Context: an optimization exercise on an open-source flow, tuned for small area, a short achievable clock period and few clock cycles. The choices shown serve that exercise and are no tape-out recipe. The RTL was checked by simulation tests, not by an equivalence proof against the original design. No activity file was given, so power comes from the tool's default toggle rates.

[flow/flow/run.sh]
#!/bin/bash
# The standard layout (standard.sh) with two repair settings changed:
#  - the port buffers are sky130_fd_sc_hd__buf_1 (buffer_ports picks
#    clkdlybuf4s50_1 by default, a slow delay cell);
set -euo pipefail
sed "s|CLKGATE_MAP_FILE= |CLKGATE_MAP_FILE= SETUP_SLACK_MARGIN=6.9 'BUFFER_PORTS_ARGS=-buffer_cell sky130_fd_sc_hd__buf_1' |" standard.sh > standard_tuned.sh
bash standard_tuned.sh > flow.log 2>&1
[flow/standard.sh]
#!/bin/bash
# synth_recipe.tcl (not shown) runs the flow's synth.tcl, then flattens the netlist and writes it again
# the make line also repeats each setting of config.mk as NAME=value (left out here)
make -C /OpenROAD-flow-scripts/flow DESIGN_CONFIG=/design/flow/config.mk WORK_HOME=/design/flow/orfs CLKGATE_MAP_FILE= SYNTH_SCRIPT=/design/flow/synth_recipe.tcl "${@:-finish}"
[flow/config.mk]
export PLATFORM = sky130hd
export DESIGN_NAME = draw_subsystem
export DESIGN_NICKNAME = draw_subsystem
export VERILOG_FILES = /design/flow/design.v
export SDC_FILE = /design/flow/constraint.sdc
export NUM_CORES = 4
export LEC_CHECK = 0
export CAP_MARGIN = 20
export CORE_MARGIN = 2
export CORE_UTILIZATION = 40
export CTS_CLUSTER_DIAMETER = 100
export CTS_CLUSTER_SIZE = 20
export SLEW_MARGIN = 20
[flow/constraint.sdc]
create_clock -name core_clock -period 10.0 [get_ports {clk}]
set_input_delay 2.0000 -clock core_clock [delete_from_list [all_inputs] [get_ports {clk}]]
set_output_delay 2.0000 -clock core_clock [all_outputs]
set_load 0.01 [all_outputs]
[flow/design.v]
`timescale 1ns / 1ps
module line_drawer (
    input             clk,
    input             rst_,
    input      [51:0] in_op,
    input             in_rts,
    output            in_rtr,
    output            v_valid,
    output     [15:0] v_grp,        
    output     [7:0]  v_mask,
    output     [11:0] v_col,
    input             v_take,
    output            busy
);
    localparam S_DIFF = 3'd0, S_ABS = 3'd1, S_ORDER = 3'd2, S_DMAG = 3'd3, S_ERR = 3'd4,
               S_DRAW = 3'd5;
    reg        rdy;             
    reg [2:0]  state;
    reg [9:0]  x1, x2;
    reg [7:0]  y1, y2;
    reg [11:0] col;
    reg        xgt, ygt;
    reg        xmaj, mdec;
    reg [7:0]  cnt, m;          
    wire signed [8:0] err  = x2[8:0];
    wire [8:0]        ndmag = {|y2, y2};
    reg [7:0]  gmask;           
    reg  nrdy_o;
    assign in_rtr = !nrdy_o;
    wire drawing = !rdy && (state == S_DRAW);
    wire last    = (cnt == 8'd0);
    wire [7:0] pbit = 8'd1 << x1[2:0];
    wire leave   = last || !xmaj || !err[8] || (x1[2:0] == 3'd7);
    wire step    = drawing && (!leave || v_take);
    assign v_valid = drawing && leave;
    assign v_grp   = {1'b0, y1, x1[9:3]};
    assign v_mask  = gmask | pbit;
    assign v_col   = col;
    assign busy    = !rdy;
    wire [8:0]  ddx = x2[8:0] - x1[8:0];          
    wire [8:0]  ddy = {1'b0, y2} - {1'b0, y1};    
    wire [8:0]  cmm = {1'b0, cnt} - {1'b0, m};
    wire        dxge = !cmm[8];
    wire       swp  = dxge ? xgt : ygt;
    always @(posedge clk or negedge rst_) begin
        if (!rst_) begin
            rdy    <= 1'b1;
            nrdy_o <= 1'b0;
            state  <= S_DIFF;
        end else begin
            if (rdy) begin
                if (in_rts) begin
                    rdy    <= 1'b0;
                    nrdy_o <= 1'b1;
                    state  <= S_DIFF;
                end
            end else begin
                case (state)
                    S_DIFF:  state <= S_ABS;
                    S_ABS:   state <= S_ORDER;
                    S_ORDER: state <= S_DMAG;
                    S_DMAG:  state <= S_ERR;
                    S_ERR:   state <= S_DRAW;
                    default: if (step && last) begin
                        rdy    <= 1'b1;
                        nrdy_o <= 1'b0;
                    end
                endcase
            end
        end
    end
    always @(posedge clk) begin
        if (rdy) begin
            if (in_rts) begin
                x1  <= in_op[51:42];
                y1  <= in_op[39:32];
                x2  <= in_op[31:22];
                y2  <= in_op[19:12];
                col <= in_op[11:0];
            end
        end else begin
            case (state)
                S_DIFF: begin
                    xgt <= ddx[8];
                    ygt <= ddy[8];
                    cnt <= ddx[7:0];
                    m   <= ddy[7:0];
                end
                S_ABS: begin
                    if (xgt) cnt <= 8'd0 - cnt;
                    if (ygt) m   <= 8'd0 - m;
                end
                S_ORDER: begin
                    xmaj <= dxge;
                    if (swp) begin
                        x1 <= x2;
                        y1 <= y2;
                    end
                    mdec <= swp ^ (dxge ? ygt : xgt);
                    if (!dxge) begin
                        cnt <= m;
                        m   <= cnt;
                    end
                    gmask <= 8'd0;
                end
                S_DMAG: y2 <= cmm[7:0];
                S_ERR: begin
                    x2 <= 10'd0 - {2'b0, y2};
                    y2 <= 8'd0 - y2;
                end
                default: if (step) begin
                    gmask <= leave ? 8'd0 : (gmask | pbit);
                    if (!last) begin
                        cnt <= cnt - 8'd1;
                        if (xmaj) begin
                            x1 <= x1 + 10'd1;
                            if (!err[8]) y1 <= mdec ? y1 - 8'd1 : y1 + 8'd1;
                        end else begin
                            y1 <= y1 + 8'd1;
                            if (!err[8]) x1 <= mdec ? x1 - 10'd1 : x1 + 10'd1;
                        end
                        x2[8:0] <= err + (err[8] ? {1'b0, m} : ndmag);
                    end
                end
            endcase
        end
    end
endmodule
`timescale 1ns / 1ps
module circle_drawer (
    input             clk,
    input             rst_,
    input      [41:0] in_op,
    input             in_rts,
    output            in_rtr,
    output            v_valid,
    output     [15:0] v_grp,        
    output     [7:0]  v_mask,
    output     [11:0] v_col,
    input             v_take,
    output            busy
);
    reg        rdy;             
    reg        drawing;         
    reg [9:0]  x0;
    reg [8:0]  y0;
    reg [6:0]  r;
    reg [11:0] col;
    reg [2:0]  oct;
    reg [6:0]  cx, cy;          
    reg        skip;            
    reg signed [8:0] t;
    reg [7:0]  gmask;           
    reg [2:0]  pxl;             
    reg  nrdy_o;
    assign in_rtr = !nrdy_o;
    wire       swap = oct[0];
    wire       sxn  = oct[1];
    wire       syn  = oct[2];
    wire [6:0] ax = swap ? cy : cx;
    wire [6:0] ay = swap ? cx : cy;
    wire [9:0] px = x0 + ({10{sxn}} ^ {3'b0, ax}) + {9'b0, sxn};
    wire [8:0] py = y0 + ({9{syn}} ^ {2'b0, ay}) + {8'b0, syn};
    wire xdec  = !t[8];
    wire mv_x  = xdec ^ swap;
    wire mv_dn = mv_x ? (xdec ^ sxn) : (xdec ^ syn);
    wire active  = !rdy && drawing;
    wire draw_px = active && !skip;
    wire [6:0] cyp1 = cy + 7'd1;
    wire [6:0] cxm1 = cx - 7'd1;
    wire lastpx  = (cx == cy) || (swap && cx == cyp1);
    wire [7:0] pbit = 8'd1 << pxl;
    wire leave   = lastpx || !mv_x || (mv_dn ? (pxl == 3'd0) : (pxl == 3'd7));
    wire step    = active && (skip || !leave || v_take);
    assign v_valid = draw_px && leave;
    assign v_grp   = {py, px[9:3]};
    assign v_mask  = gmask | pbit;
    assign v_col   = col;
    assign busy    = !rdy;
    always @(posedge clk or negedge rst_) begin
        if (!rst_) begin
            rdy     <= 1'b1;
            nrdy_o  <= 1'b0;
            drawing <= 1'b0;
            oct     <= 3'd0;
        end else begin
            if (rdy) begin
                if (in_rts) begin
                    rdy     <= 1'b0;
                    nrdy_o  <= 1'b1;
                    drawing <= 1'b0;
                    oct     <= 3'd0;
                end
            end else if (!drawing) begin
                drawing <= 1'b1;
            end else if (step && lastpx) begin
                drawing <= 1'b0;
                oct     <= oct + 3'd1;
                if (oct == 3'd7) begin
                    rdy    <= 1'b1;
                    nrdy_o <= 1'b0;
                end
            end
        end
    end
    always @(posedge clk) begin
        if (rdy) begin
            if (in_rts) begin
                x0    <= in_op[41:32];
                y0    <= in_op[30:22];
                r     <= in_op[18:12];
                col   <= in_op[11:0];
                gmask <= 8'd0;
            end
        end else if (!drawing) begin
            cx <= r;
            cy <= 7'd0;
            t  <= 9'd1 - {2'b0, r};
            pxl <= x0[2:0] + (({3{sxn}} ^ r[2:0]) & {3{!swap}}) + {2'b0, sxn && !swap};
            skip <= !swap && syn;
        end else if (step) begin
            if (!skip)
                gmask <= leave ? 8'd0 : (gmask | pbit);
            if (!lastpx) begin
                skip <= 1'b0;
                t <= t + {xdec ? ~{1'b0, cxm1} : {1'b0, cyp1}, 1'b1} + {8'b0, xdec};
                if (xdec) cx <= cxm1;
                else      cy <= cyp1;
                if (mv_x) pxl <= pxl + {{2{mv_dn}}, 1'b1};
            end
        end
    end
endmodule
`timescale 1ns / 1ps
module read_modify_write_engine (
    input             clk,
    input             rst_,
    input             l_valid,
    input      [15:0] l_grp,
    input      [7:0]  l_mask,
    input      [11:0] l_col,
    output            l_take,
    input             c_valid,
    input      [15:0] c_grp,
    input      [7:0]  c_mask,
    input      [11:0] c_col,
    output            c_take,
    output reg [16:0] mem_addr,
    output reg [3:0]  mem_wben,
    output reg [31:0] mem_wdata,
    input      [31:0] mem_rdata,
    output            busy
);
    reg        vval;         
    reg [2:0]  ph;           
    reg        vrd;          
    reg [7:0]  vmask;
    reg [11:0] vcol;
    reg        sv;           
    reg [8:0]  s_y;
    reg [6:0]  s_xg;
    reg        pick_c;
    wire free      = !sv && (!vval || ph[2]);
    wire sel_valid = pick_c ? c_valid : l_valid;
    wire oth_valid = pick_c ? l_valid : c_valid;
    assign c_take = free && pick_c && c_valid;
    assign l_take = free && !pick_c && l_valid;
    wire take   = free && sel_valid;
    wire [7:0]  smask = pick_c ? c_mask : l_mask;
    wire [11:0] scol  = pick_c ? c_col  : l_col;
    wire [15:0] sg    = pick_c ? c_grp : l_grp;
    wire        spart = (smask[0] ^ smask[1]) | (smask[2] ^ smask[3])
                      | (smask[4] ^ smask[5]) | (smask[6] ^ smask[7]);
    wire [16:0] sB    = {s_y, 8'b0} - {4'b0, s_y, 4'b0} + {9'b0, s_xg, 1'b0} + {10'b0, s_xg};
    wire [3:0] wnib = (ph == 3'd2) ? vcol[11:8] : (ph == 3'd3) ? vcol[7:4] : vcol[3:0];
    function [3:0] bytes_of;
        input [7:0] m;
        bytes_of = {m[7] | m[6], m[5] | m[4], m[3] | m[2], m[1] | m[0]};
    endfunction
    function [31:0] merge;
        input [31:0] old;
        input [7:0]  m;
        input [3:0]  n;
        integer i;
        begin
            for (i = 0; i < 8; i = i + 1)
                merge[4*i +: 4] = m[i] ? n : old[4*i +: 4];
        end
    endfunction
    assign busy = vval || sv;
    always @(posedge clk or negedge rst_) begin
        if (!rst_) begin
            vval     <= 1'b0;
            sv       <= 1'b0;
            ph       <= 3'd0;
            pick_c   <= 1'b0;
            mem_wben <= 4'b0;
        end else begin
            sv <= take;
            if (oth_valid && (take || !sel_valid))
                pick_c <= !pick_c;
            if (sv) begin
                vval     <= 1'b1;
                ph       <= vrd ? 3'd0 : 3'd3;
                mem_wben <= vrd ? 4'b0 : bytes_of(vmask);
            end else if (!vval || ph == 3'd5) begin
                vval     <= 1'b0;
                mem_wben <= 4'b0;
            end else begin
                ph       <= ph + 3'd1;
                mem_wben <= (ph >= 3'd2) ? bytes_of(vmask) : 4'b0;
            end
        end
    end
    always @(posedge clk) begin
        if (take) begin
            s_y   <= sg[15:7];
            s_xg  <= sg[6:0];
            vrd   <= spart;
            vmask <= smask;
            vcol  <= scol;
        end
        if (sv)
            mem_addr <= sB;
        else
            mem_addr <= (ph == 3'd2) ? mem_addr - 17'd2 : mem_addr + 17'd1;
        mem_wdata <= merge(mem_rdata, vmask, sv ? vcol[11:8] : wnib);
    end
endmodule
`timescale 1ns / 1ps
module draw_subsystem(
    input               clk,
    input               rst_,
    input  [51:0]       line_op,
    input               line_rts,
    output              line_rtr,
    input  [41:0]       circle_op,
    input               circle_rts,
    output              circle_rtr,
    output [16:0]       mem_addr,
    output [3:0]        mem_wben,
    output [31:0]       mem_wdata,
    input  [31:0]       mem_rdata,
    output              idle
    );
    wire        l_valid, l_take, l_busy;
    wire [15:0] l_grp;
    wire [7:0]  l_mask;
    wire [11:0] l_col;
    wire        c_valid, c_take, c_busy;
    wire [15:0] c_grp;
    wire [7:0]  c_mask;
    wire [11:0] c_col;
    wire        m_busy;
    reg busy_q;
    assign idle = !busy_q;
    always @(posedge clk or negedge rst_) begin
        if (!rst_)
            busy_q <= 1'b0;
        else
            busy_q <= l_busy || c_busy || m_busy
                   || (line_rts && line_rtr) || (circle_rts && circle_rtr);
    end
    line_drawer ld (
        .clk(clk), .rst_(rst_),
        .in_op(line_op), .in_rts(line_rts), .in_rtr(line_rtr),
        .v_valid(l_valid), .v_grp(l_grp), .v_mask(l_mask), .v_col(l_col),
        .v_take(l_take), .busy(l_busy)
    );
    circle_drawer cd (
        .clk(clk), .rst_(rst_),
        .in_op(circle_op), .in_rts(circle_rts), .in_rtr(circle_rtr),
        .v_valid(c_valid), .v_grp(c_grp), .v_mask(c_mask), .v_col(c_col),
        .v_take(c_take), .busy(c_busy)
    );
    read_modify_write_engine rmw (
        .clk(clk), .rst_(rst_),
        .l_valid(l_valid), .l_grp(l_grp), .l_mask(l_mask), .l_col(l_col), .l_take(l_take),
        .c_valid(c_valid), .c_grp(c_grp), .c_mask(c_mask), .c_col(c_col), .c_take(c_take),
        .mem_addr(mem_addr), .mem_wben(mem_wben), .mem_wdata(mem_wdata), .mem_rdata(mem_rdata),
        .busy(m_busy)
    );
endmodule
==> out/results.ini <==
[power_and_ir_drop]
p_leak_nw=6.944
power_switching_mw=2.864
comb_power_share=0.570
irDropWorstVdd_uv=137.0
seqPwrFrac=0.320
netSwitchingFraction=0.4292
pwr_density_cell_nw_per_um2=363.8
power.internal_mw=3.809
clkPwrFrac=0.110

[timing]
finalSetupViolations=0
fin_crit_ns=3.088
rsz0062_at_grt=true
maxSlewViolCount=0
clock.fmax_ghz=0.3239
worstMarginPinSlew_ns=0.8708
fin_skew_ns=0.02524
period_share=0.3088
timing.slew.headroom=0.4195
setup-tns-final_ns=0
hold_violations=0

[yosys]
synth_xor_xnor_area_share=0.07701
synthAdderAreaFrac=0.09601
syn_nets=1816
synth_warnings=4
synth_seq_area_share=0.4419
synth_edf_count=187
synthSimpleGateAreaFrac=0.1231
netlist_instances=1570
synth_top_cell_by_area=edfxtp_1
synth.distinct_cells=79
muxShareOfSynthArea=0.07507
synth_seq_cells=257
synth.avg_cell_area_sq_um=10.28
yosys-top-cells-count=187 x edfxtp_1, 122 x inv_1, 103 x ha_1
synth_compound_area_frac=0.1387
synthFlopType=edfxtp_1
synth_area_leaders=edfxtp_1 35%, ha_1 8.0%, dfxtp_1 6.0%, xnor2_1 4.9%, mux2_2 4.7%
synth.top_cell.area_share=0.3481
synthArstFlopShare=0.08560
synth_top_family_by_area=compound AO/OA/AOI/OAI gates
netlist_area_sq_um=16130
yosysMostFrequentCell=edfxtp_1

[setup_path]
required_ns=8.00
worstSetupPathType=reg -> out
cp_max_fo=2
setup.worst_path.start_class=flop
critical_path.slowest_cell=dfrtp_1
slowest_delay_ns=0.40
critPathCaptureType=output port
r2r_start=cd.oct[0]
worstPathArrival_ns=1.09
path_cells=inv_2, buf_6
critPathLaunch=cd.nrdy_o

[grt]
antenna_found_initial=1
grt_max_degree=53
grt_pass1_vias=11950
grt_pass1_wl_mm=65.99
overflow=0
track_usage=0.2003

[detailed_routing]
routed_wl_mm=43.23
vias_per_cell=5.394
drt-initial-drc-count=834
vias=12340
wl_per_cell_microns=18.90
dr.pass1.iters=5
drc=0
final_antenna_net_count=0

[worst_hold_path]
min_path_type=reg -> reg
hold_path.startpoint=cd.col[11]

[die]
start_util=0.4060
die_w_microns=204.8
rows=73
dieArea_sq_um=41960
core-area_sq_um=39730
ios=186
die_y_microns=204.8

[clock_tree]
clk_latency_ns=0.52
clockBufferDepth=3
tritoncts=built
numCtsBuffers=17
cts_sinks=257
htreeDepth=1
cts-root-buf=clkbuf_16
clkTransAtPathRegs_ns=0.08

[layout]
insertedDiodeCount=0
area_growth_pct=13.70
drive_gt1_frac=0.1368
stdcell_area_sq_um=18340
final_nets=1997

[flow_run]
cap_violations=0

[run_status]
status=timing/DRC/antenna clean

[place]
post_dp_cell_area_sq_um=17330
gp_congestion=0.8631
io_buffers=177
place_hpwl_mm=31.71

path summary, 6_finish.rpt:
path / depth (start not counted) / slack [ns] / to
min in group asynchronous: 2 / 1.47 / ld.nrdy_o
max in group asynchronous: 2 / 8.21 / cd.rdy
min: 1 / 0.56 / rmw.vcol[11]
max: 2 / 6.91 / circle_rtr
min reg2reg: 1 / 0.56 / rmw.vcol[11]
max reg2reg: 11 / 7.02 / rmw.s_y[8]
placed cells by master, fill, tap and decap left out, types with 14 or more instances in the layout:
cell / instances
clkbuf_16: 18
o21a_1: 22
nand3_1: 20
nor3_1: 39
mux2i_1: 41
nand2_1: 99
o21ai_0: 85
edfxtp_1: 187
buf_1: 161
nand2b_1: 23
xnor2_1: 90
xor2_1: 50
ha_1: 103
buf_4: 44
dfxtp_1: 34
mux2_2: 67
or3_1: 17
nor2b_1: 19
o21ai_1: 17
a21oi_1: 89
dfrtp_1: 16
inv_1: 115
nand4_1: 14
nor2_1: 99
repair_timing:
item,in CTS,in global routing
pin swaps,3,3
gates resized for setup,48,26
gates cloned,2,1
setup endpoints to repair,96,92
hold buffers,0,0
buffers inserted,12,22
stage by stage:
stage          power [mW]  utilization  hold WS, ns  setup WS, ns  cells
6_report            6.672       0.4617       0.5564         6.912   2287
2_1_floorplan       4.841            -       0.5148         6.767   1570
5_1_grt             7.248       0.4617       0.5743         6.702   2287
3_3_place_gp        5.674       0.4362       0.5254         5.965   2220
4_1_cts             6.618       0.4552       0.5590         6.862   2264
3_5_place_dp        5.774       0.4362       0.5389         5.932   2220
kinds of logic (layout without fill, tap and decap cells):
group / after synthesis / after routing
compound gates: 355 / 355
buf+inv: 189 / 381
simple gates: 400 / 400
flops: 257 / 257
mux: 112 / 112
fa+ha+maj: 116 / 116
xor+xnor: 141 / 141
flip-flops by register name (all words and copies together), names as in the netlist, 4 cells and up:
| name | cells |
|---|---|
| cd.cx | 7 |
| ld.y1 | 8 |
| cd.cy | 7 |
| cd.x0 | 10 |
| rmw.s_xg | 7 |
| ld.m | 8 |
| ld.x2 | 10 |
| cd.gmask | 8 |
| cd.y0 | 9 |
| ld.gmask | 8 |
| ld.col | 12 |
| cd.t | 9 |
| rmw.s_y | 9 |
| cd.col | 12 |
| rmw.vmask | 8 |
| rmw.mem_addr | 17 |
| ld.y2 | 8 |
| rmw.mem_wdata | 32 |
| rmw.vcol | 12 |
| rmw.mem_wben | 4 |
| ld.cnt | 8 |
| ld.x1 | 10 |
| cd.r | 7 |
power groups by stage:
stage	registers, mW	logic (mW)	clock network (mW)
CTS	2.15	3.71	0.761
floorplan	2.03	2.81	0
finish	2.14	3.80	0.734
global placement	2.17	3.51	0
detailed placement	2.18	3.60	0
global route	2.19	4.27	0.794
layer usage:
metal,wire length [microns],vias to the layer above,GRT usage,share of wire
met5,9,-,0,0.00021
met4,1300,2,0.06263,0.030
met3,2771,60,0.03723,0.064
met2,19450,365,0.3166,0.45
met1,19700,5908,0.2775,0.46
li1,-,6000,-,-
cell type report:
type,count,area (sq um)
fillers,3755,21390
multi-input cells,1124,8372
flip-flops and latches,257,7174
repair buffers,226,1130
well taps,525,656.9
clock buffers,25,475.5
inverters,123,473.0
clock inverters,5,48.80
repair inverters,2,12.51
critical path, delay by kind of cell, from the launching register on:
family,cells,cell delay (ns)
buffers and inverters,2,0.18
flip-flops,1,0.40
Testbench counts, summed over its fixed seeds: cycles 94,780.

==> static timing again, ports no longer ideal <==
No port has a modelled driver above. Below, the same layout with a new extraction and two added sets of constraints. Step 1 (the two cells are an assumption about what drives the block):
set clk [get_ports {clk}]
set_driving_cell -lib_cell sky130_fd_sc_hd__clkbuf_16 $clk
set_driving_cell -lib_cell sky130_fd_sc_hd__buf_2 [delete_from_list [all_inputs] $clk]
Step 2 moves the port delays by t, midway between the first and last clock arrival at a register: inputs arrive t later, outputs are due t later. That takes back most of the time a late clock gives input paths. a / b / c = ideal ports / drivers / drivers and shift; a / b = the first two.
shift t [ns]: 0.566
setup WS [ns]: 6.912 / 6.856 / 6.492
worst hold slack (ns): 0.556 / 0.556 / 0.556
latest minus earliest clock arrival (ns): 0.025 / 0.025
cell pins on the clock port's net: 1
After both steps setup and hold are still met in this run. For this run, drivers alone change the setup slack by -0.056 ns; drivers and shift together by -0.420 ns.
